Context: an optimization exercise on an open-source flow, tuned for small area. The choices shown serve that exercise and are no tape-out recipe.
In this exercise RTL edits were held to simulation tests only and were not proved equivalent to the original.
The clock port is modelled as an ideal driver; clocking choices that lean on that would not hold on a real chip.
Power and IR drop assume default switching activity.

[flow/flow/mycts_hook.tcl]
# PRE_CTS_TCL hook: build the clock tree by hand (mycts.tcl) before the
# standard CTS step, whose clock_tree_synthesis call is then limited to the
# clk net, which now has a single sink and is skipped.
source $::env(MYCTS_TCL)
mycts_auto 0.110 sky130_fd_sc_hd__clkbuf_4 {{sky130_fd_sc_hd__clkbuf_8 8 20} {sky130_fd_sc_hd__clkbuf_4 12 28}}
[flow/flow/area2.abc]
strash
&get -n
&deepsyn -T 40 -S 1
&put
dch -f
amap
strash
&get -n
&deepsyn -T 40 -S 1
&put
dch -f
amap
topo
[flow/constraint.sdc]
create_clock -name core_clock -period 120.0 [get_ports {clk}]
set_input_delay 24.0000 -clock core_clock [delete_from_list [all_inputs] [get_ports {clk}]]
set_output_delay 24.0000 -clock core_clock [all_outputs]
set_load 0.01 [all_outputs]
[flow/standard.sh]
#!/bin/bash
# synth_recipe.tcl (not shown) runs the flow's synth.tcl, then flattens the netlist and writes it again
# the make line also repeats each setting of config.mk as NAME=value (left out here)
make -C /OpenROAD-flow-scripts/flow DESIGN_CONFIG=/design/flow/config.mk WORK_HOME=/design/flow/orfs CLKGATE_MAP_FILE= SYNTH_SCRIPT=/design/flow/synth_recipe.tcl "${@:-finish}"
[flow/flow/mksynth.sh]
#!/bin/bash
# writes $1: a copy of ORFS synth.tcl whose abc step runs $MY_ABC_SCRIPT for
# area only (the adder extraction is switched off by ADDER_MAP_FILE= on the make line)
sed 's#log_cmd abc {\*}$abc_args#log_cmd abc -script $::env(MY_ABC_SCRIPT) {*}$lib_args {*}$lib_dont_use_args#' \
    $FLOW_HOME/scripts/synth.tcl > $1
grep -q 'MY_ABC_SCRIPT' $1
[flow/flow/run.sh]
#!/bin/bash
set -euo pipefail
W=$PWD
F=$W/flow
R=$W/orfs/results/$FLOW_PLATFORM/top/base
RB=results/$FLOW_PLATFORM/top/base
NS=16

bash standard.sh synth > std_synth.log 2>&1
cp $R/1_2_yosys.v std_1_2_yosys.v

# 2. own synthesis
export MYCTS_TCL=$F/mycts.tcl
EXTRA="CTS_ARGS='-clk_nets clk' PRE_CTS_TCL=$F/mycts_hook.tcl"
EXTRA="$EXTRA BUFFER_PORTS_ARGS='-buffer_cell sky130_fd_sc_hd__buf_1'"
sed "s#SYNTH_SCRIPT=[^ ]*#SYNTH_SCRIPT=$F/my_synth.tcl ADDER_MAP_FILE= SYNTH_OPERATIONS_ARGS=-noshare $EXTRA#" standard.sh > my_standard.sh
bash $F/mksynth.sh $W/synth_mod.tcl
export MY_SYNTH_TCL=$W/synth_mod.tcl
# two batches of 8: one ABC round (area.abc), then two rounds (area2.abc)
for b in 0 1; do
    for j in $(seq 1 8); do
        i=$((b * 8 + j))
        scr=$F/area.abc
        [[ $b == 1 ]] && scr=$F/area2.abc
        sed "s/-S 1\b/-S $j/" $scr > $W/area_$i.abc
        sed "s#WORK_HOME=[^ ]*#WORK_HOME=$W/try$i#" my_standard.sh > try_$i.sh
        (MY_ABC_SCRIPT=$W/area_$i.abc bash try_$i.sh synth > try_$i.log 2>&1 || true) &
    done
    wait
done
best=""
bestarea=""
: > flops_check.log
for i in $(seq 1 $NS); do
    f=$W/try$i/$RB/1_2_yosys.v
    st=$W/try$i/reports/$FLOW_PLATFORM/top/base/synth_stat.txt
    [[ -f $f && -f $st ]] || continue
    python3 $F/flops.py std_1_2_yosys.v $f >> flops_check.log 2>&1 || continue
    a=$(grep "Chip area" $st | awk '{print $NF}')
    echo "try $i: area $a" >> flops_check.log
    if [[ -z $best ]] || python3 -c "import sys; sys.exit(0 if $a < $bestarea else 1)"; then
        best=$i
        bestarea=$a
    fi
done
if [[ -n $best ]]; then
    cp $W/try$best/$RB/1_2_yosys.v $R/1_2_yosys.v
    echo "own synthesis used: try $best, area $bestarea" >> flops_check.log
else
    cp std_1_2_yosys.v $R/1_2_yosys.v
    echo "standard synthesis used" >> flops_check.log
fi
rm -f $R/1_synth.odb $R/1_synth.sdc
touch $R/1_2_yosys.v
bash standard.sh synth > odb_synth.log 2>&1

# 3. the rest of the flow
bash my_standard.sh > my_flow.log 2>&1
[flow/flow/mycts.tcl]
proc mycts_kmeans { xs ys K {init 0} } {
  set n [llength $xs]
  set keys {}
  for {set i 0} {$i < $n} {incr i} {
    set x [lindex $xs $i]; set y [lindex $ys $i]
    switch [expr {$init % 4}] {
      0 { lappend keys $x }
      1 { lappend keys $y }
      2 { lappend keys [expr {$x + $y}] }
      default { lappend keys [expr {$x - $y}] }
    }
  }
  set order [lsort -indices -real $keys]
  set off [expr {$init < 4 ? 0.5 : 0.2}]
  set cx {}; set cy {}
  for {set c 0} {$c < $K} {incr c} {
    set i [lindex $order [expr {int(($c + $off) * $n / $K)}]]
    lappend cx [lindex $xs $i]; lappend cy [lindex $ys $i]
  }
  set asg [lrepeat $n 0]
  for {set iter 0} {$iter < 100} {incr iter} {
    for {set i 0} {$i < $n} {incr i} {
      set best 0; set bd 1e30
      for {set c 0} {$c < $K} {incr c} {
        set dx [expr {[lindex $xs $i] - [lindex $cx $c]}]
        set dy [expr {[lindex $ys $i] - [lindex $cy $c]}]
        set d [expr {$dx * $dx + $dy * $dy}]
        if {$d < $bd} { set bd $d; set best $c }
      }
      lset asg $i $best
    }
    for {set c 0} {$c < $K} {incr c} {
      set sx 0; set sy 0; set m 0
      for {set i 0} {$i < $n} {incr i} {
        if {[lindex $asg $i] == $c} { set sx [expr {$sx + [lindex $xs $i]}]; set sy [expr {$sy + [lindex $ys $i]}]; incr m }
      }
      if {$m > 0} { lset cx $c [expr {$sx / $m}]; lset cy $c [expr {$sy / $m}] }
    }
  }
  return [list $asg $cx $cy]
}

# drive the pins in iterms from K new buffers of type bufcell; returns the new
# buffers' input iterms and their positions
proc mycts_level { iterms xs ys K bufcell tag {init 0} } {
  set block [ord::get_db_block]
  lassign [mycts_kmeans $xs $ys $K $init] asg cx cy
  set master [[ord::get_db] findMaster $bufcell]
  set ins {}; set bx {}; set by {}
  set n [llength $iterms]
  for {set c 0} {$c < $K} {incr c} {
    set buf [odb::dbInst_create $block $master "mycts_${tag}_$c"]
    set net [odb::dbNet_create $block "mycts_${tag}_net_$c"]
    $net setSigType CLOCK
    [$buf findITerm X] connect $net
    set m 0
    for {set i 0} {$i < $n} {incr i} {
      if {[lindex $asg $i] == $c} {
        set it [lindex $iterms $i]
        $it disconnect
        $it connect $net
        incr m
      }
    }
    $buf setLocation [expr {int([lindex $cx $c])}] [expr {int([lindex $cy $c])}]
    $buf setPlacementStatus PLACED
    lappend ins [$buf findITerm A]; lappend bx [lindex $cx $c]; lappend by [lindex $cy $c]
    puts "mycts: $tag buffer $c drives $m pins"
  }
  return [list $ins $bx $by]
}

proc mycts_build { K1 leafbuf K2 midbuf {init 0} } {
  set block [ord::get_db_block]
  set clknet [$block findNet clk]
  set sinks {}; set xs {}; set ys {}
  # a fixed order (by instance name), so that a build can be repeated
  set byname {}
  foreach it [$clknet getITerms] { lappend byname [list [[$it getInst] getName] $it] }
  foreach pair [lsort -index 0 $byname] {
    set it [lindex $pair 1]
    set bb [[$it getInst] getBBox]
    lappend sinks $it
    lappend xs [expr {([$bb xMin] + [$bb xMax]) / 2.0}]
    lappend ys [expr {([$bb yMin] + [$bb yMax]) / 2.0}]
  }
  lassign [mycts_level $sinks $xs $ys $K1 $leafbuf leaf $init] ins bx by
  if {$K2 > 0} {
    lassign [mycts_level $ins $bx $by $K2 $midbuf mid] ins bx by
  }
  foreach it $ins { $it connect $clknet }
  global_connect
}

# remove a tree made by mycts_build: clock pins back on clk, buffers deleted
proc mycts_undo { } {
  set block [ord::get_db_block]
  set clknet [$block findNet clk]
  foreach inst [$block getInsts] {
    if {![string match "mycts_*" [$inst getName]]} { continue }
    set net [[$inst findITerm X] getNet]
    foreach it [$net getITerms] {
      if {[$it getInst] == $inst} { continue }
      $it disconnect
      $it connect $clknet
    }
  }
  foreach inst [$block getInsts] {
    if {[string match "mycts_*" [$inst getName]]} {
      set net [[$inst findITerm X] getNet]
      odb::dbInst_destroy $inst
      odb::dbNet_destroy $net
    }
  }
}

proc mycts_worst_slew { } {
  set_propagated_clock [all_clocks]
  estimate_parasitics -placement
  set worst 0
  foreach p [all_registers -clock_pins] {
    foreach prop {slew_max_rise slew_max_fall} {
      if {[catch {set s [get_property $p $prop]}]} { continue }
      if {$s > $worst} { set worst $s }
    }
  }
  return $worst
}

proc mycts_area { cell } {
  return [[[ord::get_db] findMaster $cell] getArea]
}

proc mycts_auto { limit rootbuf leafspecs {smallbufs {sky130_fd_sc_hd__clkbuf_4 sky130_fd_sc_hd__clkbuf_2}} } {
  set bestcost 1e30
  set choice {}
  foreach spec $leafspecs {
    lassign $spec leafbuf kmin kmax
    for {set k $kmin} {$k <= $kmax} {incr k} {
      set cost [expr {$k * [mycts_area $leafbuf] + [mycts_area $rootbuf]}]
      if {$cost >= $bestcost} { break }
      set found -1
      for {set init 0} {$init < 8} {incr init} {
        mycts_build $k $leafbuf 1 $rootbuf $init
        set w [mycts_worst_slew]
        mycts_undo
        puts "mycts: $k x $leafbuf, start $init, worst clock-pin slew $w"
        if {$w <= $limit} { set found $init; break }
      }
      if {$found >= 0} {
        set bestcost $cost
        set choice [list $k $leafbuf $found]
        break
      }
    }
  }
  if {$choice == {}} {
    # nothing met the limit: the densest tree of the first kind
    lassign [lindex $leafspecs 0] leafbuf kmin kmax
    set choice [list $kmax $leafbuf 0]
  }
  lassign $choice k leafbuf init
  mycts_build $k $leafbuf 1 $rootbuf $init
  puts "mycts: using $k x $leafbuf, start $init, worst clock-pin slew [mycts_worst_slew]"
  mycts_downsize $limit $smallbufs
}

proc mycts_downsize { limit smallbufs } {
  set block [ord::get_db_block]
  # leaves first, the one with the fewest clock pins first; the root last
  set leaves {}
  set mids {}
  foreach inst [$block getInsts] {
    set name [$inst getName]
    if {[string match "mycts_leaf_*" $name]} {
      lappend leaves [list [llength [[[$inst findITerm X] getNet] getITerms]] $name]
    } elseif {[string match "mycts_*" $name]} {
      lappend mids $name
    }
  }
  set names {}
  foreach pair [lsort -integer -index 0 $leaves] { lappend names [lindex $pair 1] }
  foreach inst [concat $names $mids] {
    set name $inst
    set inst [$block findInst $name]
    foreach small $smallbufs {
      set old [[$inst getMaster] getName]
      replace_cell [get_cells $name] $small
      set w [mycts_worst_slew]
      if {$w > $limit} {
        replace_cell [get_cells $name] $old
        break
      }
      puts "mycts: $name made $small, worst clock-pin slew $w"
    }
  }
  puts "mycts: final worst clock-pin slew [mycts_worst_slew]"
}
[flow/config.mk]
export PLATFORM = sky130hd
export DESIGN_NAME = top
export DESIGN_NICKNAME = top
export VERILOG_FILES = /design/flow/design.v
export SDC_FILE = /design/flow/constraint.sdc
export NUM_CORES = 8
export LEC_CHECK = 0
export CAP_MARGIN = 20
export CORE_MARGIN = 2
export CORE_UTILIZATION = 60
export SLEW_MARGIN = 20
[flow/flow/my_synth.tcl]
# The standard flow's synthesis (synth_recipe.tcl) with only the abc mapping step changed
proc synth {args} { yosys synth -nofsm -noshare {*}$args }
source $::env(MY_SYNTH_TCL)
# left out here: clear keep_hierarchy, flatten, clean up, hide names made inside functions, write 1_2_yosys.v
[flow/design.v]
`timescale 1ns / 1ps
module top(
    input          clk     ,
    input          rst_n   ,
    output         trig    ,
    input          echo    ,
    output [3:0]   sel     ,
    output [7:0]   seg     ,
    output [2:0]   led     ,
    input          key     ,
    output [3:0]   sel_1   ,
    output [7:0]   seg_1
    );
    reg [6:0] lo;
    reg [1:0] k;
    reg [4:0] hh;
    reg [2:0] wd;
    wire lo_end = lo[6] & ~lo[5] & ~lo[4] & lo[3] & ~lo[2] & lo[1] & lo[0];     
    wire lo_95  = ~lo[6] & ~lo[5] & lo[3] & lo[2] & ~lo[1] & ~lo[0];            
    wire lo_96  = ~lo[6] & lo[4] & lo[3] & ~lo[2] & ~lo[1] & lo[0];             
    wire lo_1   = ~lo[6] & ~lo[5] & ~lo[3] & ~lo[2] & ~lo[1] & lo[0];           
    wire lo_2   = ~lo[6] & ~lo[4] & ~lo[3] & ~lo[2] & lo[1] & lo[0];            
    wire hh_0   = ~hh[3] & ~hh[2] & ~hh[1] & ~hh[0];                            
    wire hh_24  = hh[4] & ~hh[3] & ~hh[1] & ~hh[0];                             
    wire grp    = wd[2] & wd[0];                                                 
    wire last    = hh_24 & (k == 2'd3);
    wire win_end = last & lo_end;
    wire c9995   = last & lo_95;
    wire c9996   = last & lo_96;
    always @(posedge clk or negedge rst_n) begin
        if (!rst_n) begin
            lo <= 7'd0; k <= 2'd0; hh <= 5'd0; wd <= 3'd0;
        end else begin
            lo <= lo_end ? 7'd0 : {lo[5:0], ~(lo[6] ^ lo[5])};
            if (lo_end) k <= k + 2'd1;
            if (lo_end & (k == 2'd3)) hh <= hh_24 ? 5'd0 : {hh[3:0], ~(hh[4] ^ hh[2])};
            if (win_end) wd <= grp ? 3'd0 : {wd[1:0], ~(wd[2] ^ wd[1])};
        end
    end
    assign trig = hh_0 & (k == 2'd0) & (lo_1 | lo_2);
    reg [5:0]  jm;
    reg [15:0] G;
    wire       jinc  = jm >= 6'd33;
    wire [2:0] jh    = (jm >= 6'd40) ? 3'd4 : (jm >= 6'd30) ? 3'd3 :
                       (jm >= 6'd20) ? 3'd2 : (jm >= 6'd10) ? 3'd1 : 3'd0;
    wire       ewrap = G[15] & G[13] & G[11] & G[10] & G[9] & G[4] & G[2];
    always @(posedge clk or negedge rst_n) begin
        if (!rst_n) begin
            jm <= 6'd0; G <= 16'd0;
        end else if (echo) begin
            if (ewrap) begin
                jm <= 6'd0; G <= 16'd0;
            end else begin
                jm <= jinc ? jm - 6'd33 : jm + 6'd17;
                G  <= G + {15'd0, jinc};
            end
        end else if (win_end) begin
            jm <= 6'd0; G <= 16'd0;
        end
    end
    reg [13:0] Q;
    reg [2:0]  R;
    reg [13:0] dreg;
    wire       first = ~wd[2] & ~wd[0];                                         
    wire [13:0] Qa = first ? 14'd0 : Q;
    wire [2:0]  Ra = first ? 3'd0 : R;
    wire [3:0] rh = {1'b0, Ra} + {1'b0, jh};
    wire       cy = rh >= 4'd5;
    always @(posedge clk) begin
        if (c9995) begin
            Q <= Qa + G[13:0] + {13'd0, cy};
            R <= cy ? rh[2:0] - 3'd5 : rh[2:0];
        end
    end
    always @(posedge clk or negedge rst_n) begin
        if (!rst_n) dreg <= 14'd0;
        else if (c9996 & grp) dreg <= Q;
    end
    reg        key_reg, key_value;
    reg [10:0] L;
    wire       lone = L[10] & ~L[9] & ~L[8] & ~L[7] & ~L[6] & ~L[5] & ~L[4] & ~L[3] & ~L[2] & ~L[1] & ~L[0];
    wire       lfb  = (L[10] ^ L[8]) & ~lone;
    always @(posedge clk or negedge rst_n) begin
        if (!rst_n) begin
            key_reg <= 1'b1; key_value <= 1'b1; L <= 11'd0;
        end else begin
            key_reg <= key;
            L <= (key_reg != key) ? 11'd13 : {L[9:0], lfb};
            if (lone) key_value <= key;
        end
    end
    reg        k1, k2, k3;
    wire       kneg  = ~k1 & k2;
    wire       moved = ~k2 & k3;     
    reg [1:0]  st;
    reg [13:0] A, B, s;
    reg [7:0]  nu;           
    always @(posedge clk or negedge rst_n) begin
        if (!rst_n) begin
            k1 <= 1'b0; k2 <= 1'b0; k3 <= 1'b0; st <= 2'd0;
        end else begin
            k1 <= key_value; k2 <= k1; k3 <= k2;
            if (kneg) st <= (st == 2'd2) ? 2'd0 : st + 2'd1;
        end
    end
    wire        st0 = (st == 2'd0), st1 = (st == 2'd1), st2 = (st == 2'd2);
    wire        sfb   = ~(s[13] ^ s[0]);
    wire        s9999 = s[13] & s[12] & ~s[11] & s[10] & ~s[9] & s[8] & s[6] & ~s[5] & ~s[4] & s[2] & s[1] & s[0];
    wire        s7151 = s[13] & s[12] & ~s[10] & ~s[9] & s[8] & ~s[7] & ~s[6] & ~s[5] & s[4] & s[3] & ~s[2] & s[1];
    wire        u209  = ~nu[7] & ~nu[6] & ~nu[4] & ~nu[0];
    wire        twrap = u209 & s7151;
    wire        start = st2 & moved;
    wire        ge    = B >= A;
    wire [13:0] ad    = B + ~A + {13'd0, ge};
    wire [3:0]  dc    = s[11:8];
    wire        dcend = dc[3] & ~dc[2] & ~dc[1] & ~dc[0];
    wire        dbit  = B[13] ^ ~s[12];
    wire [8:0]  P     = {s[7:0], dbit};
    wire [9:0]  df    = {1'b0, P} + {2'b01, nu} + 10'd1;
    wire        nb    = df[9] & ~(&nu);
    wire        dstep = st2 & ~moved & ~dcend;
    always @(posedge clk) begin
        if (st0 & kneg) begin
            s <= 14'd0;
        end else if (st1) begin
            if (twrap | s9999) s <= 14'd0;
            else s <= {s[12:0], sfb};
        end else if (start) begin
            s[12:0] <= {ge, 12'd0};
        end else if (dstep) begin
            s[7:0]  <= nb ? df[7:0] : P[7:0];
            s[11:8] <= {dc[2:0], ~(dc[3] ^ dc[2])};
        end
    end
    always @(posedge clk) begin
        if ((st0 & kneg) | (st1 & twrap)) nu <= 8'hff;
        else if (st1 & s9999) nu <= nu - 8'd1;
    end
    always @(posedge clk) begin
        if (kneg & ~st2) B <= dreg;
        else if (start) B <= ad;
        else if (dstep) B <= {B[12:0], nb};
    end
    always @(posedge clk or negedge rst_n) begin
        if (!rst_n) A <= 14'd0;
        else if (moved) A <= B;
    end
    assign led = {1'b0, st};
    function [3:0] digit;
        input [13:0] v;
        input [1:0]  kk;
        reg [7:0] hi, p;
        reg [6:0] lo2;
        reg [4:0] t;
        begin
            hi  = v / 100;
            lo2 = v % 100;
            p   = kk[1] ? {1'b0, lo2} : hi;
            t   = p / 10;
            if (kk[0]) digit = p % 10;
            else       digit = (t >= 5'd10) ? t - 5'd10 : t[3:0];
        end
    endfunction
    function [6:0] seg7;
        input [3:0] d;
        begin
            case (d)
                4'd0: seg7 = 7'b0111111;
                4'd1: seg7 = 7'b0000110;
                4'd2: seg7 = 7'b1011011;
                4'd3: seg7 = 7'b1001111;
                4'd4: seg7 = 7'b1100110;
                4'd5: seg7 = 7'b1101101;
                4'd6: seg7 = 7'b1111101;
                4'd7: seg7 = 7'b0000111;
                4'd8: seg7 = 7'b1111111;
                4'd9: seg7 = 7'b1101111;
                default: seg7 = 7'b1111111;
            endcase
        end
    endfunction
    wire [3:0] selv = {k == 2'd3, k == 2'd2, k == 2'd1, k == 2'd0};
    assign sel   = selv;
    assign sel_1 = selv;
    assign seg   = {selv[2], seg7(digit(dreg, k))};
    assign seg_1 = {selv[2], seg7(digit(A, k))};
endmodule
[flow/flow/flops.py]
import re, sys
def flops(path):
    txt = open(path).read()
    res = {}
    for m in re.finditer(r'^\s*(sky130_fd_sc_hd__\w+)\s+(\S+)\s*\(', txt, re.M):
        cell, inst = m.group(1), m.group(2)
        base = re.sub(r'_\d+$', '', cell.replace('sky130_fd_sc_hd__', ''))
        if base.startswith(('df', 'edf', 'sdf', 'dl', 'sedf')):
            res[inst] = base
    return res
a, b = flops(sys.argv[1]), flops(sys.argv[2])
bad = 0
for k in sorted(set(a) | set(b)):
    if a.get(k) != b.get(k):
        bad += 1
        if bad <= 10: print("DIFF", k, a.get(k), b.get(k))
print("flops", len(a), len(b), "mismatches", bad)
sys.exit(1 if bad else 0)
[flow/flow/area.abc]
strash
&get -n
&deepsyn -T 60 -S 1
&put
dch -f
amap
topo
==> impl_results.md, run 1 <==
- Outcome: finished clean
- Worst hold path class: reg -> reg
- Clock skew: 31.5 ps
- Final core occ: 64.9%
- Clock latency on the worst-skew pair: 570 ps
- RSZ-0062 raised after global routing: no
- Family with the most delay on the worst path: compound AO/OA/AOI/OAI gates
- Final number of setup-violating endpoints: 0
- Buf+Inv Stages, Crit Path: 12
- Cts repair resizes: 0
- Critical Path Fanout Max: 7
- Register clock-pin slew on the reported worst setup and hold paths: 100 ps
- Post-route antenna net violation count: 0
- Grt ovf: 0
- Vias in the first global route: 7,399
- Mean post-synth cell area: 7.49 sq um
- GPL Wtd Cong: 0.881
- Die area: 15,100 sq um
- Slowest stage delay, CP: 470 ps
- # rows: 43
- Largest reg by FF count: G
- Die height: 123 um
- Synth Cell Area: 8500 sq um
- Final min period: 37,360 ps
- NumNets Final: 1,181
- F_max: 26.8 MHz
- Post-CTS Hold Buffers: 0
- Max reg flops: 16
- I/O pins: 32
- Core ar.: 13,900 sq um
- Crit end category: output port
- Yosys warnings: 1
- Filler instances: 1,250
- Setup TNS: 0 ps
- Leading cell type in the layout, fill and taps excluded: nor2_1
- Leak pwr: 0.00338 uW
- # port buffers: 30
- Slew Limit Headroom: 42.9%
- CP Class: reg -> out
- Top cell by count, worst path: nor2_1
- Max stage delay cell, worst path: o311ai_0
- Post-DP HPWL: 15,600 um
- DRC: 0
- Routed wire length: 20,400 um
- Seq. cell area: 3500 sq um
- Worst-Margin Slew: 855 ps
- Most frequent cells in the layout: 244 x nor2_1, 135 x clkinv_1, 92 x o21ai_0
- Total setup buffers inserted after CTS: 0
- Largest net degree at the start of global routing: 55
- Initial antenna violation count: 0
- DRT iter0 DRCs: 655
- Vias: 8,054
- DR pass1 iterations: 5
- Gate Count Post-Synth: 1,135
- Horiz. Die Dim: 123 um
- Maximum vdd drop: 15.2 uV
- Critical Path RT: 96,000 ps
- Crit start category: register
- Wirelength per Cell: 15.1 um
- Total Routing Usage GR: 27.5%
- Max_cap viols: 0
- Share of cells above drive strength 1: 2.13%
- Max Slew Vio Count: 0
- Initial Utilization: 61.2%
- Area of the multi-input gates: 4440 sq um
- Global-route wire length before repair: 34,300 um
- Via density: 5.94
- Critical Path AT: 13,360 ps
- P&R area growth vs syn: 5.95%
- Final period util: 31.1%
- Final hold violation count: 0
- Syn_nets: 1,139
- PD cells: 21.7 nW/um^2
- Power consumption: 195 uW
-- power breakdown --
part | total (uW) | switching, uW | internal, uW
clock | 22.2 | 14.5 | 7.73
sequential | 58.9 | 5.27 | 53.7
combinational | 114 | 75.3 | 39.0
-- worst reg2reg max path, delay by kind of cell (launching register included) --
kind                   cells  cell delay, ps
and+or+nand+nor           30            4530
AOI/OAI and AO/OA         10            2040
buffers and inverters      1             120
DFF                        1             410
-- metrics by stage --
step	area [sq um]	worst slack [ps]	hold WS, ps	instances
after floorplan	8500	85450	355	1135
after global placement	8850	83530	363	1344
after detailed placement	8850	83450	370	1344
after CTS	9000	82760	393	1355
after global routing	9000	80750	402	1355
final	9000	82640	388	1356
-- final cells by class --
| class | count | share of cell area [%] |
|---|---|---|
| Tap cell | 180 | 2.50 |
| Multi-Input combinational cell | 852 | 49.3 |
| Buffer | 11 | 1.61 |
| Antenna cell | 1 | 0.0278 |
| Inverter | 135 | 5.63 |
| Sequential cell | 138 | 38.9 |
| Timing Repair Buffer | 39 | 2.04 |
-- routing by layer --
metal  global-route usage (%)  share of wire, %  wire length, um  vias to the layer above
li1                         -                 -                -                     4137
met1                     38.7                47             9580                     3707
met2                     46.4                47             9570                      175
met3                     2.31               4.0              809                       35
met4                     6.18               2.3              472                        0
met5                        0                 0                0                        -
-- worst paths after layout --
check / start / endpoint / slack (ps) / cells past startpoint
setup reg to reg: jm[1]$_DFFE_PN0P_ / Q[13]$_DFFE_PP_ / 112680 / 41
min in group asynchronous: rst_n / st[0]$_DFFE_PN0P_ / 23400 / 1
hold reg to reg: lo[2]$_DFF_PN0_ / lo[3]$_DFF_PN0_ / 390 / 0
setup / recovery: A[10]$_DFFE_PN0P_ / seg_1[0] / 82640 / 68
hold / removal: lo[2]$_DFF_PN0_ / lo[3]$_DFF_PN0_ / 390 / 0
max in group asynchronous: rst_n / jm[3]$_DFFE_PN0P_ / 95500 / 2
==> run 2: changes to the inputs <==
--- a/flow/config.mk
+++ b/flow/config.mk
@@ -8,4 +8,4 @@
 export CAP_MARGIN = 20
 export CORE_MARGIN = 2
-export CORE_UTILIZATION = 60
+export CORE_UTILIZATION = 80
 export SLEW_MARGIN = 20
==> impl_results.md, run 2 <==
- Outcome: finished clean
- Switching Share: 49.1%
- Cts repair resizes: 0
- Slowest stage delay, CP: 570 ps
- Met2 Wirelength: 11,000 um
- # port buffers: 30
- DRC: 0
- Final hold violation count: 0
- Clock skew: 32.4 ps
- # rows: 37
- Routed wire length: 22,800 um
- CP Class: reg -> out
- Most frequent cells in the layout: 244 x nor2_1, 135 x clkinv_1, 92 x o21ai_0
- Leading cell type in the layout, fill and taps excluded: nor2_1
- DP Cell Count: 1,296
- Final Non-Filler Cells: 1,306
- Largest net degree at the start of global routing: 57
- Vias: 8,847
- NumNets Final: 1,176
- Sw Pwr: 95.7 uW
- Family with the most delay on the worst path: compound AO/OA/AOI/OAI gates
- P&R area growth vs syn: 4.65%
- Leak pwr: 0.00335 uW
- RSZ-0062 raised after global routing: no
- Largest reg by FF count: G
- Critical Path Fanout Max: 7
- Final min period: 37,500 ps
- Power consumption: 195 uW
- Buf+Inv Stages, Crit Path: 12
- Max_cap viols: 0
- Slew Limit Headroom: 29.8%
- Total setup buffers inserted after CTS: 0
- Yosys warnings: 1
- Setup TNS: 0 ps
- Logic pwr share: 58.8%
- Top cell by count, worst path: nor2_1
- Post-DP HPWL: 15,900 um
- F_max: 26.7 MHz
- Highest routing layer actually used: met4
- Initial antenna violation count: 0
- Syn_nets: 1,139
- Grt ovf: 0
- Max reg flops: 16
- GPL Wtd Cong: 0.954
- Max stage delay cell, worst path: o311ai_0
- Worst hold path class: reg -> reg
- Gate Count Post-Synth: 1,135
- Crit end category: output port
- Critical Path RT: 96,000 ps
- Share of cells above drive strength 1: 1.71%
- Final number of setup-violating endpoints: 0
- Max Slew Vio Count: 0
- Diodes inserted: 0
- PD cells: 21.9 nW/um^2
- Clock latency on the worst-skew pair: 700 ps
- Via density: 6.77
- Register clock-pin slew on the reported worst setup and hold paths: 110 ps
- Crit start category: register
- Post-CTS Hold Buffers: 0
- Post-route antenna net violation count: 0
- Horiz. Die Dim: 107 um
- Clock power frac: 10.8%
- Sequential share of power: 30.3%
- Die height: 107 um
- DRT iter0 DRCs: 1,047
- Worst-Margin Slew: 1040 ps
- Wirelength per Cell: 17.5 um
- Final period util: 31.3%
- DR pass1 iterations: 7
- Synth Cell Area: 8500 sq um
- Critical Path AT: 13,500 ps
- Total Routing Usage GR: 40.2%
- Maximum vdd drop: 31.9 uV
- Vias in the first global route: 8,490
- Mean post-synth cell area: 7.49 sq um
- Global-route wire length before repair: 38,000 um
- Met1 wire length: 8610 um
- Initial Utilization: 82.3%
- Die area: 11,500 sq um
- I/O pins: 32
- Core ar.: 10,300 sq um
- Internal cell power: 99.1 uW
- Met3 WL: 2160 um
- Hold slack final: 377 ps
-- run 2: worst register-to-register path, delay by kind of cell (launching register included) --
family | cells | cell delay (ps)
AOI/OAI and AO/OA | 10 | 2220
and+or+nand+nor | 30 | 5180
DFF | 1 | 450
buffers and inverters | 1 | 160
-- run 2: worst paths after layout --
kind / slack [ps] / startpoint / endpoint / cells after the start
min in group asynchronous: 23270 / rst_n / dreg[2]$_DFFE_PN0P_ / 1
min reg2reg: 380 / k1$_DFF_PN0_ / k2$_DFF_PN0_ / 0
max: 82500 / A[10]$_DFFE_PN0P_ / seg_1[0] / 70
min: 380 / k1$_DFF_PN0_ / k2$_DFF_PN0_ / 0
max in group asynchronous: 95640 / rst_n / k[0]$_DFFE_PN0P_ / 2
max reg2reg: 111720 / jm[1]$_DFFE_PN0P_ / Q[13]$_DFFE_PP_ / 41
-- run 2: metrics by stage --
stage / instance area, sq um / setup slack (ps) / utilization [%]
global route: 8890 / 80950 / 86.1
finish: 8890 / 82500 / 86.1
CTS: 8890 / 82880 / 86.1
floorplan: 8500 / 85450 / -
detailed placement: 8770 / 83690 / 84.9
global placement: 8770 / 84400 / 84.9
-- run 2: per-layer routing --
metal	vias to the layer above	global-route usage, %
met4	0	16.7
li1	4114	-
met1	4062	50.7
met3	118	4.32
met5	-	0
met2	553	70.6
-- run 2: cell type report --
cell class | count | area, sq um
Multi-Input combinational cell | 852 | 4440
Sequential cell | 138 | 3500
Fill cell | 611 | 1430
Inverter | 135 | 507
Tap cell | 136 | 170
Timing Repair Buffer | 35 | 154
Buffer | 10 | 123
-- run 2: power groups by stage --
stage	sequential, uW	combinational [uW]	clock (uW)
floorplan	58.4	88.0	0
global placement	59.5	108	0
detailed placement	59.7	111	0
CTS	58.9	112	20.7
global route	59.8	130	22.0
finish	59.1	115	21.1
==> run 3: changes to the inputs <==
--- a/flow/config.mk
+++ b/flow/config.mk
@@ -8,4 +8,4 @@
 export CAP_MARGIN = 20
 export CORE_MARGIN = 2
-export CORE_UTILIZATION = 80
+export CORE_UTILIZATION = 75
 export SLEW_MARGIN = 20
==> impl_results.md, run 3 <==
- Max stage delay cell, worst path: nor3_1
- Area post-placement: 8790 sq um
- Post-DP HPWL: 15,600 um
- Die height: 110 um
- Gate Count Post-Synth: 1,135
- Total Routing Usage GR: 34.4%
- Crit start category: register
- PD cells: 22.0 nW/um^2
- Mean post-synth cell area: 7.49 sq um
- Worst hold path class: reg -> reg
- Crit end category: output port
- Register clock-pin slew on the reported worst setup and hold paths: 90 ps
- Final instance area: 8920 sq um
- Leak pwr: 0.00339 uW
- Max Slew Vio Count: 0
- Leading cell type in the layout, fill and taps excluded: nor2_1
- Core ar.: 10,900 sq um
- RSZ-0062 raised after global routing: no
- Horiz. Die Dim: 110 um
- Critical Path RT: 96,000 ps
- Most frequent cells in the layout: 244 x nor2_1, 135 x clkinv_1, 92 x o21ai_0
- Share of cells above drive strength 1: 2.54%
- Cts repair resizes: 0
- Largest net degree at the start of global routing: 86
- Max_cap viols: 0
- Max reg flops: 16
- Area of the multi-input gates: 4430 sq um
- DRC: 0
- Post-CTS Hold Buffers: 0
- Synth Cell Area: 8500 sq um
- Critical Path AT: 13,140 ps
- Global-route wire length before repair: 36,100 um
- Clock skew: 57.3 ps
- Die area: 12,200 sq um
- Clock latency on the worst-skew pair: 600 ps
- Grt ovf: 0
- GPL Wtd Cong: 0.929
- Seq. cell area: 3500 sq um
- P&R area growth vs syn: 5.04%
- NumNets Final: 1,187
- Final number of setup-violating endpoints: 0
- Vias in the first global route: 7,877
- Final hold violation count: 0
- DR pass1 iterations: 5
- Slowest stage delay, CP: 510 ps
- Slew Limit Headroom: 43.2%
- Syn_nets: 1,139
- Setup TNS: 0 ps
- Worst-Margin Slew: 830 ps
- # port buffers: 30
- Maximum vdd drop: 38.7 uV
- Final period util: 31.0%
- Wirelength per Cell: 16.1 um
- Vias: 8,550
- Largest reg by FF count: G
- CP Class: reg -> out
- Yosys warnings: 1
- F_max: 26.9 MHz
- Outcome: finished clean
- Post-route antenna net violation count: 0
- Top cell by count, worst path: nor2_1
- Via density: 6.47
- Initial Utilization: 77.7%
- I/O pins: 32
- Routed wire length: 21,300 um
- Total setup buffers inserted after CTS: 0
- # rows: 38
- Final min period: 37,140 ps
- Filler instances: 733
- DRT iter0 DRCs: 1,052
- Initial antenna violation count: 1
- Critical Path Fanout Max: 7
==> run 3: per-layer routing <==
layer / up-vias / share of wire [%] / global-route usage, %
met4: 0 / 3.0 / 9.25
met2: 357 / 49 / 60.1
met1: 3974 / 41 / 46.5
li1: 4154 / - / -
met5: - / 0 / 0
met3: 65 / 7.0 / 2.85
==> run 3: final timing paths <==
check | depth (start not counted) | to | slack, ps | from
setup / recovery | 68 | seg_1[0] | 82860 | A[10]$_DFFE_PN0P_
hold / removal | 0 | k3$_DFF_PN0_ | 390 | k2$_DFF_PN0_
max in group asynchronous | 2 | A[10]$_DFFE_PN0P_ | 95870 | rst_n
min in group asynchronous | 2 | jm[4]$_DFFE_PN0P_ | 23560 | rst_n
hold reg to reg | 0 | k3$_DFF_PN0_ | 390 | k2$_DFF_PN0_
setup reg to reg | 42 | Q[13]$_DFFE_PP_ | 112050 | jm[1]$_DFFE_PN0P_
==> run 3: where the power goes <==
part	internal, uW	total, uW	switching [uW]
sequential	53.7	59.2	5.54
clock	6.33	20.7	14.4
combinational	39.0	116	77.0
==> run 3: area by class of cell <==
type                    instances  area share [%]
diodes                          1          0.0280
plain buffers                  18            1.43
inverters                     135            5.68
multi-input cells             852            49.7
flip-flops and latches        138            39.2
well taps                     140            1.96
repair buffers                 38            2.02
==> run 3: critical path: cells and delay by family (launching register included) <==
kind | cells | cell delay, ps
AO/OA/AOI/OAI | 27 | 5800
buffers and inverters | 12 | 1870
flip-flops | 1 | 440
AND/OR/NAND/NOR | 29 | 4450
==> run 3: stage by stage <==
stage / power [uW] / cells / setup WS [ps] / utilization [%] / hold WS (ps)
floorplan: 146 / 1135 / 85450 / - / 355
global placement: 171 / 1303 / 84180 / 80.4 / 364
detailed placement: 173 / 1303 / 83730 / 80.4 / 370
CTS: 194 / 1321 / 83130 / 81.6 / 393
global route: 213 / 1322 / 81030 / 81.6 / 406
finish: 196 / 1322 / 82860 / 81.6 / 394
==> run 4: changes to the inputs <==
--- a/flow/config.mk
+++ b/flow/config.mk
@@ -8,4 +8,4 @@
 export CAP_MARGIN = 20
 export CORE_MARGIN = 2
-export CORE_UTILIZATION = 75
+export CORE_UTILIZATION = 40
 export SLEW_MARGIN = 20
==> impl_results.md, run 4 <==
- Outcome: finished clean
- Clock latency on the worst-skew pair: 670 ps
- Post-DP HPWL: 15,500 um
- Max reg flops: 16
- Worst r2r src: jm[1]$_DFFE_PN0P_
- F_max: 26.7 MHz
- Mean post-synth cell area: 7.49 sq um
- Clock skew: 55.8 ps
- Final core occ: 43.5%
- Final min period: 37,500 ps
- Synth Cell Area: 8500 sq um
- DR pass1 iterations: 8
- WP depth: 68
- Family with the most delay on the worst path: compound AO/OA/AOI/OAI gates
- Gate Count Post-Synth: 1,135
- Max stage delay cell, worst path: o311ai_0
- Setup TNS: 0 ps
- Final number of setup-violating endpoints: 0
- # rows: 53
- Crit path to: seg_1[0]
- P&R area growth vs syn: 7.29%
- Largest reg by FF count: G
- I/O pins: 32
- Most frequent cells in the layout: 244 x nor2_1, 135 x clkinv_1, 92 x o21ai_0
- Yosys warnings: 1
- Routed wire length: 20,300 um
- Syn_nets: 1,139
- Reg2Reg Capture Point: Q[13]$_DFFE_PP_
- Max_cap viols: 0
- Crit start category: register
- Register clock-pin slew on the reported worst setup and hold paths: 100 ps
- NumNets Final: 1,190
- Critical Path RT: 96,000 ps
- Slew Limit Headroom: 41.5%
- Die area: 22,400 sq um
- Max Slew Vio Count: 0
- Final hold violation count: 0
- Buf+Inv Stages, Crit Path: 12
- Core ar.: 21,000 sq um
- Total Routing Usage GR: 17.9%
- Via density: 5.50
- Cts repair resizes: 0
- DRT iter0 DRCs: 441
- Leak pwr: 0.00340 uW
- Final instance area: 9120 sq um
- Crit end category: output port
- Wirelength per Cell: 13.9 um
- Initial antenna violation count: 1
- Largest net degree at the start of global routing: 69
- Total setup buffers inserted after CTS: 0
- R2R cell count: 41
- Post-route antenna net violation count: 0
- # port buffers: 30
- RSZ-0062 raised after global routing: no
- Critical Path Fanout Max: 7
- PD cells: 21.3 nW/um^2
- Hold path start: k1$_DFF_PN0_
- Post-CTS Hold Buffers: 0
- Slowest stage delay, CP: 500 ps
- Vias: 8,028
- Global-route wire length before repair: 33,800 um
- Reg2Reg Setup Slack: 112,820 ps
- Horiz. Die Dim: 150 um
- Area post-placement: 8960 sq um
- Power consumption: 194 uW
- Maximum vdd drop: 12.6 uV
- Critical path origin: A[9]$_DFFE_PN0P_
- Die height: 150 um
- Share of cells above drive strength 1: 2.87%
- Initial Utilization: 40.5%
- Worst-Margin Slew: 877 ps
- Worst hold path class: reg -> reg
- Critical Path AT: 13,500 ps
- Grt ovf: 0
- Top cell by count, worst path: nor2_1
- Leading cell type in the layout, fill and taps excluded: nor2_1
- GPL Wtd Cong: 0.918
- DRC: 0
- Vias in the first global route: 7,254
- CP Class: reg -> out
- Final period util: 31.2%
[run 4: layout make-up]
class	count	area, sq um
Antenna cell	1	2.50
Buffer	21	150
Fill cell	2200	11800
Inverter	135	507
Multi-Input combinational cell	852	4440
Sequential cell	138	3500
Tap cell	275	344
Timing Repair Buffer	38	174
[run 4: worst min-delay path by stage]
stage                         endpoint  slack, ps  cells past startpoint
after floorplan           k2$_DFF_PN0_        350                      0
after global placement    k3$_DFF_PN0_        360                      0
after detailed placement  k3$_DFF_PN0_        370                      0
after CTS                 k2$_DFF_PN0_        380                      0
after global routing      k2$_DFF_PN0_        390                      0
final                     k2$_DFF_PN0_        380                      0
[run 4: power by group]
part / total, uW / leakage, uW / switching (uW) / internal, uW
Clock: 22.6 / 0.0000953 / 15.2 / 7.44
Combinational: 113 / 0.00173 / 73.7 / 39.0
Sequential: 58.8 / 0.00157 / 5.17 / 53.6
[run 4: worst reg2reg max path: cells and delay by family, from the launching register on]
kind | cells | cell delay (ps)
flip-flops | 1 | 430
AO/OA/AOI/OAI | 10 | 1960
buffers and inverters | 1 | 130
AND/OR/NAND/NOR | 30 | 4410
[run 4: per-layer routing]
layer  global-route usage [%]  wire length [um]
met1                     23.6              9260
met2                     31.6              9660
met3                     1.77               885
met4                     4.39               485
met5                        0                 0
[run 4: stage by stage]
stage / std cells / hold WS (ps) / setup WS [ps]
2_1_floorplan: 1135 / 355 / 85450
3_3_place_gp: 1437 / 364 / 83530
3_5_place_dp: 1437 / 373 / 83360
4_1_cts: 1458 / 385 / 82570
5_1_grt: 1459 / 390 / 80550
6_report: 1460 / 380 / 82500
==> run 5: changes to the inputs <==
--- a/flow/config.mk
+++ b/flow/config.mk
@@ -8,4 +8,4 @@
 export CAP_MARGIN = 20
 export CORE_MARGIN = 2
-export CORE_UTILIZATION = 40
+export CORE_UTILIZATION = 70
 export SLEW_MARGIN = 20
==> impl_results.md, run 5 <==
- Routed wire length: 20,100 um
- Outcome: finished clean
- Grt ovf: 0
- Vias: 8,226
- # port buffers: 30
- Maximum vdd drop: 14.4 uV
- DR pass1 iterations: 7
- Sw Pwr: 92.7 uW
- Buf+Inv Stages, Crit Path: 12
- Sequential share of power: 30.7%
- Mean post-synth cell area: 7.49 sq um
- Initial antenna violation count: 0
- Top cell by count, worst path: nor2_1
- Post-DP HPWL: 15,300 um
- Post-CTS Hold Buffers: 0
- Clock power frac: 10.9%
- Total Routing Usage GR: 30.6%
- Register clock-pin slew on the reported worst setup and hold paths: 100 ps
- Horiz. Die Dim: 114 um
- Critical Path AT: 12,930 ps
- R2R cell count: 41
- Hold path depth: 0
- Leak pwr: 0.00337 uW
- Post-route antenna net violation count: 0
- Slew Limit Headroom: 44.6%
- # rows: 40
- Worst hold path class: reg -> reg
- PD cells: 21.5 nW/um^2
- Leading cell type in the layout, fill and taps excluded: nor2_1
- Final min period: 36,930 ps
- RSZ-0062 raised after global routing: no
- Final hold violation count: 0
- Die height: 114 um
- Internal cell power: 99.7 uW
- NumNets Final: 1,180
- Largest reg by FF count: G
- P&R area growth vs syn: 5.20%
- I/O pins: 32
- Core ar.: 11,900 sq um
- Crit end category: output port
- Max reg flops: 16
- CP Class: reg -> out
- Largest net degree at the start of global routing: 58
- Final period util: 30.8%
- Final number of setup-violating endpoints: 0
- Total setup buffers inserted after CTS: 0
- DRC: 0
- Yosys warnings: 1
- Max stage delay cell, worst path: o311ai_0
- Wirelength per Cell: 15.2 um
- Seq. cell area: 3500 sq um
- Diodes inserted: 0
- Initial Utilization: 71.3%
- Setup TNS: 0 ps
- Clock latency on the worst-skew pair: 540 ps
- Clock skew: 30.4 ps
- Gate Count Post-Synth: 1,135
- Slowest stage delay, CP: 460 ps
- DRT iter0 DRCs: 705
- Area of the multi-input gates: 4440 sq um
- Max Slew Vio Count: 0
- Logic pwr share: 58.5%
- Hold slack final: 391 ps
- Critical Path Fanout Max: 7
- Max_cap viols: 0
- Family with the most delay on the worst path: compound AO/OA/AOI/OAI gates
- Switching Share: 48.2%
- Synth Cell Area: 8500 sq um
- Vias in the first global route: 7,432
- Filler instances: 979
- Global-route wire length before repair: 33,500 um
- Worst-Margin Slew: 811 ps
- F_max: 27.1 MHz
- Via density: 6.23
- WP depth: 68
- Share of cells above drive strength 1: 2.04%
- Syn_nets: 1,139
- GPL Wtd Cong: 0.920
- Crit start category: register
- Cts repair resizes: 0
- Critical Path RT: 96,000 ps
- Die area: 13,000 sq um
- Most frequent cells in the layout: 244 x nor2_1, 135 x clkinv_1, 92 x o21ai_0
run 5: final timing paths:
| check | from | endpoint | slack, ps |
|---|---|---|---|
| min in group asynchronous | rst_n | st[0]$_DFFE_PN0P_ | 23410 |
| hold reg to reg | lo[4]$_DFF_PN0_ | lo[5]$_DFF_PN0_ | 390 |
| setup reg to reg | jm[1]$_DFFE_PN0P_ | Q[13]$_DFFE_PP_ | 112630 |
| setup / recovery | A[10]$_DFFE_PN0P_ | seg_1[0] | 83070 |
| max in group asynchronous | rst_n | jm[3]$_DFFE_PN0P_ | 95450 |
| hold / removal | lo[4]$_DFF_PN0_ | lo[5]$_DFF_PN0_ | 390 |
run 5: per-layer routing:
metal	up-vias	track usage, %	part of all wire, %
li1	4138	-	-
met1	3835	41.9	44
met2	223	53.4	48
met3	30	2.54	5.4
met4	0	7.64	2.2
met5	-	0	0
run 5: power by group through the flow:
| stage | clock network [uW] | registers, uW | logic (uW) |
|---|---|---|---|
| final | 20.9 | 59.0 | 112 |
| after global routing | 22.6 | 59.7 | 128 |
| after CTS | 21.3 | 58.8 | 111 |
| after detailed placement | 0 | 59.7 | 110 |
| after global placement | 0 | 59.6 | 109 |
| after floorplan | 0 | 58.4 | 88.0 |
run 5: worst reg2reg max path: cells and delay by family, from the launching register on:
| kind | cells | cell delay [ps] |
|---|---|---|
| buf+inv | 1 | 120 |
| flops | 1 | 410 |
| simple gates | 30 | 4520 |
| compound gates | 10 | 2050 |
run 5: area by class of cell:
class	count	share of cell area, %
Inverter	135	5.67
Multi-Input combinational cell	852	49.7
Buffer	11	1.48
Sequential cell	138	39.2
Timing Repair Buffer	38	1.97
Tap cell	147	2.06
run 5: per-stage QoR:
step,std cells,instance area (sq um),setup slack [ps],util [%],power (uW)
after floorplan,1135,8500,85450,-,146
after global placement,1310,8810,84200,73.9,169
after detailed placement,1310,8810,83890,73.9,170
after CTS,1321,8940,83280,75.0,191
after global routing,1321,8940,81250,75.0,210
final,1321,8940,83070,75.0,192
==> run 6: changes to the inputs <==
--- a/flow/flow/run.sh
+++ b/flow/flow/run.sh
@@ -55,4 +55,5 @@
 bash standard.sh synth > odb_synth.log 2>&1
 
-# 3. the rest of the flow
+# 3. the rest of the flow; the layout's repairs may not use buffers above buf_2
+export DONT_USE_CELLS="sky130_fd_sc_hd__buf_4 sky130_fd_sc_hd__buf_6 sky130_fd_sc_hd__buf_8 sky130_fd_sc_hd__buf_12 sky130_fd_sc_hd__buf_16"
 bash my_standard.sh > my_flow.log 2>&1
==> impl_results.md, run 6 <==
- Outcome: finished clean
- Leading cell type in the layout, fill and taps excluded: nor2_1
- R2R cell count: 41
- # rows: 40
- Cts repair resizes: 0
- Clock latency on the worst-skew pair: 540 ps
- Worst-Margin Slew: 811 ps
- Via density: 6.23
- Global-route wire length before repair: 33,500 um
- Initial antenna violation count: 0
- Hold path start: lo[4]$_DFF_PN0_
- Clock skew: 30.4 ps
- RSZ-0062 raised after global routing: no
- Max_cap viols: 0
- Max reg flops: 16
- Most frequent cells in the layout: 244 x nor2_1, 135 x clkinv_1, 92 x o21ai_0
- Critical Path Fanout Max: 7
- DRT iter0 DRCs: 705
- GPL Wtd Cong: 0.920
- Max stage delay cell, worst path: o311ai_0
- DP Cell Count: 1,310
- Largest reg by FF count: G
- Post-DP HPWL: 15,300 um
- Maximum vdd drop: 14.4 uV
- Final hold violation count: 0
- Hold worst-path end: lo[5]$_DFF_PN0_
- Total setup buffers inserted after CTS: 0
- PD cells: 21.5 nW/um^2
- Crit end category: output port
- Worst r2r src: jm[1]$_DFFE_PN0P_
- Fin worst setup slack: 83,070 ps
- Top cell by count, worst path: nor2_1
- Vias: 8,226
- Critical Path RT: 96,000 ps
- Horiz. Die Dim: 114 um
- P&R area growth vs syn: 5.20%
- Yosys warnings: 1
- Slowest stage delay, CP: 460 ps
- Buf+Inv Stages, Crit Path: 12
- Setup TNS: 0 ps
- Post-CTS Hold Buffers: 0
- Crit start category: register
- Pre-CTS setup slack: 83,890 ps
- Total Routing Usage GR: 30.6%
- NumNets Final: 1,180
- Critical Path AT: 12,930 ps
- Slew Limit Headroom: 44.6%
- Core ar.: 11,900 sq um
- Max Slew Vio Count: 0
- Final period util: 30.8%
- Worst hold path class: reg -> reg
- Largest net degree at the start of global routing: 58
- Gate Count Post-Synth: 1,135
- Mean post-synth cell area: 7.49 sq um
- DRC: 0
- Final Non-Filler Cells: 1,321
- Syn_nets: 1,139
- Synth Cell Area: 8500 sq um
- Vias in the first global route: 7,432
- Final min period: 36,930 ps
- Routed wire length: 20,100 um
- Die area: 13,000 sq um
- Hold path depth: 0
- Wirelength per Cell: 15.2 um
- F_max: 27.1 MHz
- Post-route antenna net violation count: 0
- Reg2Reg Capture Point: Q[13]$_DFFE_PP_
- Die height: 114 um
- Register clock-pin slew on the reported worst setup and hold paths: 100 ps
- Diodes inserted: 0
- Reg2Reg Setup Slack: 112,630 ps
- Leak pwr: 0.00337 uW
- # port buffers: 30
- Family with the most delay on the worst path: compound AO/OA/AOI/OAI gates
- CP Class: reg -> out
- Grt ovf: 0
- Final number of setup-violating endpoints: 0
- Initial Utilization: 71.3%
- DR pass1 iterations: 7
- Share of cells above drive strength 1: 2.04%
- I/O pins: 32
[run 6: how the worst max path moves through the flow]
stage / startpoint / to / cells past startpoint
final: A[10]$_DFFE_PN0P_ / seg_1[0] / 68
after global routing: A[10]$_DFFE_PN0P_ / seg_1[0] / 68
after CTS: A[10]$_DFFE_PN0P_ / seg_1[0] / 68
after detailed placement: A[10]$_DFFE_PN0P_ / seg_1[0] / 68
after global placement: A[10]$_DFFE_PN0P_ / seg_1[0] / 68
after floorplan: A[10]$_DFFE_PN0P_ / seg_1[0] / 67
[run 6: final cells by class]
type                    count  area, sq um
flip-flops and latches    138         3500
fillers                   979         2970
inverters                 135          507
well taps                 147          184
multi-input cells         852         4440
plain buffers              11          133
repair buffers             38          176
[run 6: per-layer routing]
metal  track usage [%]  part of all wire [%]  up-vias
met5                 0                     0        -
met4              7.64                   2.2        0
met3              2.54                   5.4       30
met2              53.4                    48      223
met1              41.9                    44     3835
li1                  -                     -     4138
[run 6: through the flow]
stage	hold WS [ps]	power [uW]	util (%)	area (sq um)
global placement	364	169	73.9	8810
global route	408	210	75.0	8940
CTS	391	191	75.0	8940
detailed placement	368	170	73.9	8810
floorplan	355	146	-	8500
finish	391	192	75.0	8940
[run 6: power breakdown]
part	internal [uW]	switching, uW	total [uW]
sequential	53.7	5.32	59.0
clock	7.03	13.9	20.9
combinational	39.0	73.5	112
==> run 7: changes to the inputs <==
--- a/flow/flow/run.sh
+++ b/flow/flow/run.sh
@@ -56,4 +56,6 @@
 
 # 3. the rest of the flow; the layout's repairs may not use buffers above buf_2
-export DONT_USE_CELLS="sky130_fd_sc_hd__buf_4 sky130_fd_sc_hd__buf_6 sky130_fd_sc_hd__buf_8 sky130_fd_sc_hd__buf_12 sky130_fd_sc_hd__buf_16"
-bash my_standard.sh > my_flow.log 2>&1
+DU=$(make -C $FLOW_HOME DESIGN_CONFIG=$FLOW_CONFIG WORK_HOME=$W/orfs print-DONT_USE_CELLS 2>/dev/null | sed -n 's/^DONT_USE_CELLS: //p')
+DU="$DU sky130_fd_sc_hd__buf_4 sky130_fd_sc_hd__buf_6 sky130_fd_sc_hd__buf_8 sky130_fd_sc_hd__buf_12 sky130_fd_sc_hd__buf_16"
+sed "s#CTS_ARGS=#DONT_USE_CELLS='$DU' CTS_ARGS=#" my_standard.sh > my_layout.sh
+bash my_layout.sh > my_flow.log 2>&1
==> impl_results.md, run 7 <==
- Crit start category: register
- Worst-Margin Slew: 886 ps
- PD cells: 21.7 nW/um^2
- Slowest stage delay, CP: 530 ps
- Critical Path Fanout Max: 7
- Clock skew: 91.5 ps
- DP Cell Count: 1,310
- DRT iter0 DRCs: 705
- Synth Cell Area: 8500 sq um
- Buf+Inv Stages, Crit Path: 12
- Leak pwr: 0.00340 uW
- Largest reg by FF count: G
- Maximum vdd drop: 15.9 uV
- Worst hold path class: reg -> reg
- Final hold violation count: 0
- Initial Utilization: 71.3%
- Leading cell type in the layout, fill and taps excluded: nor2_1
- Max_cap viols: 0
- Crit end category: output port
- Vias in the first global route: 7,371
- Worst r2r src: wd[2]$_DFFE_PN0P_
- Reg2Reg Capture Point: Q[13]$_DFFE_PP_
- Hold path start: lo[4]$_DFF_PN0_
- Area post-placement: 8820 sq um
- Global-route wire length before repair: 33,400 um
- Max stage delay cell, worst path: o311ai_0
- NumNets Final: 1,188
- Final min period: 37,460 ps
- Clock latency on the worst-skew pair: 620 ps
- RSZ-0062 raised after global routing: no
- Routed wire length: 19,700 um
- Grt ovf: 0
- Gate Count Post-Synth: 1,135
- Max reg flops: 16
- Post-route antenna net violation count: 0
- Critical Path RT: 96,000 ps
- Total Routing Usage GR: 30.3%
- Mean post-synth cell area: 7.49 sq um
- Die height: 114 um
- R2R cell count: 40
- # rows: 40
- Wirelength per Cell: 14.8 um
- Outcome: finished clean
- Slew Limit Headroom: 40.9%
- Vias: 8,191
- Diodes inserted: 0
- Die area: 13,000 sq um
- Final Non-Filler Cells: 1,329
- Most frequent cells in the layout: 244 x nor2_1, 135 x clkinv_1, 92 x o21ai_0
- Final period util: 31.2%
- Core ar.: 11,900 sq um
- Post-DP HPWL: 14,800 um
- Total setup buffers inserted after CTS: 0
- Share of cells above drive strength 1: 2.12%
- Horiz. Die Dim: 114 um
- Cts repair resizes: 0
- I/O pins: 32
- GPL Wtd Cong: 0.958
- Final core occ: 75.1%
- Filler instances: 960
- Initial antenna violation count: 0
- Setup TNS: 0 ps
- Final number of setup-violating endpoints: 0
- Largest net degree at the start of global routing: 62
- Hold slack final: 390 ps
- Top cell by count, worst path: nor2_1
- Register clock-pin slew on the reported worst setup and hold paths: 110 ps
- DRC: 0
- Max Slew Vio Count: 0
- # port buffers: 30
- CP Class: reg -> out
- Syn_nets: 1,139
- Hold path depth: 0
- Hold worst-path end: lo[5]$_DFF_PN0_
- DR pass1 iterations: 6
- P&R area growth vs syn: 5.27%
- Final instance area: 8940 sq um
- Family with the most delay on the worst path: compound AO/OA/AOI/OAI gates
- Critical Path AT: 13,460 ps
- Reg2Reg Setup Slack: 112,380 ps
- F_max: 26.7 MHz
- Post-CTS Hold Buffers: 0
- Yosys warnings: 1
- Via density: 6.16
==> run 7: worst max-delay path by stage <==
stage | from | endpoint | slack, ps | cells past startpoint
after global routing | A[10]$_DFFE_PN0P_ | seg_1[0] | 80880 | 68
after CTS | A[10]$_DFFE_PN0P_ | seg_1[0] | 82710 | 68
final | A[10]$_DFFE_PN0P_ | seg_1[0] | 82540 | 68
after floorplan | A[10]$_DFFE_PN0P_ | seg_1[0] | 85450 | 67
after global placement | A[10]$_DFFE_PN0P_ | seg_1[0] | 83580 | 68
after detailed placement | A[10]$_DFFE_PN0P_ | seg_1[0] | 83480 | 68
==> run 7: layer usage <==
metal | track usage, % | routed length [um] | share of wire [%]
met5 | 0 | 0 | 0
met4 | 6.50 | 344 | 1.7
met3 | 1.80 | 1080 | 5.5
met2 | 52.1 | 9290 | 47
met1 | 42.9 | 8960 | 46
==> run 7: report_power, final <==
group          total (uW)  switching (uW)  internal [uW]
combinational         114            75.1           39.0
sequential           58.9            5.24           53.6
clock                20.9            14.3           6.54
total                 194            94.7           99.2
==> run 7: stage by stage <==
stage,total power (uW),setup slack [ps]
3_3_place_gp,170,83580
2_1_floorplan,146,85450
5_1_grt,211,80880
3_5_place_dp,172,83480
6_report,194,82540
4_1_cts,193,82710
==> run 7: cell type report <==
cell class	instances	area, sq um	area share, %
buffer	19	133	1.48
inverter	135	507	5.67
multi-input combinational	852	4440	49.6
sequential	138	3500	39.1
tap	147	184	2.06
timing repair buffer	38	183	2.04
==> run 7: worst reg2reg max path: cells and delay by family, from the launching register on <==
kind,cells,cell delay [ps]
AO/OA/AOI/OAI,8,1460
flip-flops,1,420
AND/OR/NAND/NOR,30,4540
buffers and inverters,2,950
==> run 8: changes to the inputs <==
--- a/flow/flow/run.sh
+++ b/flow/flow/run.sh
@@ -5,5 +5,5 @@
 R=$W/orfs/results/$FLOW_PLATFORM/top/base
 RB=results/$FLOW_PLATFORM/top/base
-NS=16
+NS=24
 
 bash standard.sh synth > std_synth.log 2>&1
@@ -17,10 +17,12 @@
 bash $F/mksynth.sh $W/synth_mod.tcl
 export MY_SYNTH_TCL=$W/synth_mod.tcl
-# two batches of 8: one ABC round (area.abc), then two rounds (area2.abc)
-for b in 0 1; do
+# three batches of 8: one ABC round (area.abc), two rounds (area2.abc), and
+# one round after a dc2 pass (area3.abc)
+for b in 0 1 2; do
     for j in $(seq 1 8); do
         i=$((b * 8 + j))
         scr=$F/area.abc
         [[ $b == 1 ]] && scr=$F/area2.abc
+        [[ $b == 2 ]] && scr=$F/area3.abc
         sed "s/-S 1\b/-S $j/" $scr > $W/area_$i.abc
         sed "s#WORK_HOME=[^ ]*#WORK_HOME=$W/try$i#" my_standard.sh > try_$i.sh
@@ -55,7 +57,4 @@
 bash standard.sh synth > odb_synth.log 2>&1
 
-# 3. the rest of the flow; the layout's repairs may not use buffers above buf_2
-DU=$(make -C $FLOW_HOME DESIGN_CONFIG=$FLOW_CONFIG WORK_HOME=$W/orfs print-DONT_USE_CELLS 2>/dev/null | sed -n 's/^DONT_USE_CELLS: //p')
-DU="$DU sky130_fd_sc_hd__buf_4 sky130_fd_sc_hd__buf_6 sky130_fd_sc_hd__buf_8 sky130_fd_sc_hd__buf_12 sky130_fd_sc_hd__buf_16"
-sed "s#CTS_ARGS=#DONT_USE_CELLS='$DU' CTS_ARGS=#" my_standard.sh > my_layout.sh
-bash my_layout.sh > my_flow.log 2>&1
+# 3. the rest of the flow
+bash my_standard.sh > my_flow.log 2>&1
==> flow/flow/area3.abc (new file) <==
strash
dc2
&get -n
&deepsyn -T 60 -S 1
&put
dch -f
amap
topo
==> impl_results.md, run 8 <==
- Worst-Margin Slew: 922 ps
- Hold slack final: 385 ps
- Grt ovf: 0
- # rows: 40
- Worst hold path class: reg -> reg
- Total Routing Usage GR: 30.6%
- Vias in the first global route: 7,471
- Global-route wire length before repair: 33,500 um
- DP Cell Count: 1,321
- Final Non-Filler Cells: 1,341
- Initial antenna violation count: 1
- P&R area growth vs syn: 4.97%
- NumNets Final: 1,199
- Routed wire length: 19,400 um
- Clock latency on the worst-skew pair: 610 ps
- Clock skew: 71.3 ps
- Mean post-synth cell area: 7.38 sq um
- Vias: 8,228
- Gate Count Post-Synth: 1,150
- Final hold violation count: 0
- Post-DP HPWL: 15,100 um
- Register clock-pin slew on the reported worst setup and hold paths: 110 ps
- Setup TNS: 0 ps
- Largest net degree at the start of global routing: 45
- Initial Utilization: 71.3%
- RSZ-0062 raised after global routing: no
- Crit start category: register
- Filler instances: 969
- Max stage delay cell, worst path: dfrtp_1
- Max reg flops: 16
- DRC: 0
- Maximum vdd drop: 18.2 uV
- Max Slew Vio Count: 0
- Leak pwr: 0.00340 uW
- DR pass1 iterations: 5
- # port buffers: 30
- Cts repair resizes: 0
- Critical Path RT: 96,000 ps
- Yosys warnings: 1
- Final min period: 36,920 ps
- Syn_nets: 1,154
- Outcome: finished clean
- Die area: 13,000 sq um
- Via density: 6.14
- F_max: 27.1 MHz
- Leading cell type in the layout, fill and taps excluded: nor2_1
- Synth Cell Area: 8490 sq um
- CP Class: reg -> out
- Critical Path Fanout Max: 6
- Max_cap viols: 0
- Final number of setup-violating endpoints: 0
- Core ar.: 11,900 sq um
- Post-CTS Hold Buffers: 0
- Top cell by count, worst path: nor2_1
- Share of cells above drive strength 1: 2.43%
- I/O pins: 32
- Crit end category: output port
- Final period util: 30.8%
- Wirelength per Cell: 14.5 um
- DRT iter0 DRCs: 700
- Most frequent cells in the layout: 242 x nor2_1, 158 x clkinv_1, 111 x nand2_1
- Horiz. Die Dim: 114 um
- Area of the multi-input gates: 4340 sq um
- GPL Wtd Cong: 0.907
- Post-route antenna net violation count: 0
- Slowest stage delay, CP: 420 ps
- Critical Path AT: 12,920 ps
- Total setup buffers inserted after CTS: 0
- Die height: 114 um
- Slew Limit Headroom: 37.7%
- PD cells: 20.5 nW/um^2
- Largest reg by FF count: G
- Seq. cell area: 3500 sq um
==> run 8: through the flow <==
stage               total power (uW)  cell area, sq um  utilization (%)  worst slack, ps
global placement                 160              8770             73.6            84110
global route                     200              8910             74.8            81520
CTS                              182              8900             74.7            83260
floorplan                        140              8490                -            85970
finish                           183              8910             74.8            83080
detailed placement               161              8770             73.6            83980
==> run 8: worst max-delay path: cells and delay by family, from the launching register on <==
family	cells	cell delay (ps)
AO/OA/AOI/OAI	25	4810
AND/OR/NAND/NOR	34	5270
flip-flops	1	420
buffers and inverters	13	1810
==> run 8: path summary, 6_finish.rpt <==
| kind | start | end | slack (ps) | cells after the start |
|---|---|---|---|---|
| max | A[9]$_DFFE_PN0P_ | seg_1[0] | 83080 | 72 |
| min reg2reg | k1$_DFF_PN0_ | k2$_DFF_PN0_ | 390 | 0 |
| min | k1$_DFF_PN0_ | k2$_DFF_PN0_ | 390 | 0 |
| min in group asynchronous | rst_n | dreg[13]$_DFFE_PN0P_ | 23410 | 1 |
| max in group asynchronous | rst_n | G[9]$_DFFE_PN0P_ | 95610 | 2 |
| max reg2reg | jm[5]$_DFFE_PN0P_ | Q[13]$_DFFE_PP_ | 113550 | 38 |
==> run 8: where the power goes <==
part / internal, uW / leakage, uW / switching [uW]
Clock: 6.86 / 0.0000865 / 14.1
Sequential: 53.2 / 0.00156 / 5.01
Combinational: 36.3 / 0.00176 / 67.1
Total: 96.4 / 0.00340 / 86.2
==> run 8: layout make-up <==
cell class                 count  share of cell area [%]
antenna                        1                  0.0281
buffer                        19                    1.54
inverter                     158                    6.66
multi-input combinational    844                    48.8
sequential                   138                    39.3
tap                          147                    2.06
timing repair buffer          34                    1.64
==> run 8: metal layers <==
layer  vias up  global-route usage, %  part of all wire [%]
met1      3750                   42.2                    44
met3        34                   3.92                   5.8
li1       4189                      -                     -
met4         0                   6.59                   2.1
met2       255                   52.3                    48
met5         -                      0                     0

==> separate check: timing with driven ports <==
The results above use ideal ports. As a check the final layouts listed here were re-extracted and re-timed, cells and wires unchanged. Step 1, drivers: a clkbuf_16 drives clk and a buf_2 each remaining input, both assumed. Step 2, shift: input delay + t, output delay - t, t = (earliest + latest rising clock arrival at the registers) / 2. This alone moves slack from input paths to output paths. Slacks: ideal / step 1 / step 2; pairs: ideal / step 1.
| run | shift t [ns] | setup WS [ns] | worst setup path after step 2 | slew at the worst register clock pin (ns) |
|---|---|---|---|---|
| run 1 | 0.583 | 82.643 / 82.610 / 83.193 | register to output | 0.11 / 0.11 |
| run 2 | 0.715 | 82.499 / 82.465 / 83.180 | register to output | 0.13 / 0.13 |
| run 3 | 0.613 | 82.855 / 82.819 / 83.432 | register to output | 0.11 / 0.11 |
| run 4 | 0.670 | 82.500 / 82.465 / 83.135 | register to output | 0.11 / 0.11 |
| run 5 | 0.561 | 83.074 / 83.042 / 83.604 | register to output | 0.11 / 0.11 |
| run 6 | 0.561 | 83.074 / 83.042 / 83.604 | register to output | 0.11 / 0.11 |
| run 7 | 0.604 | 82.541 / 82.510 / 83.114 | register to output | 0.11 / 0.11 |
| run 8 | 0.611 | 83.082 / 83.047 / 83.659 | register to output | 0.11 / 0.11 |
After both steps setup and hold are still met in every run listed.
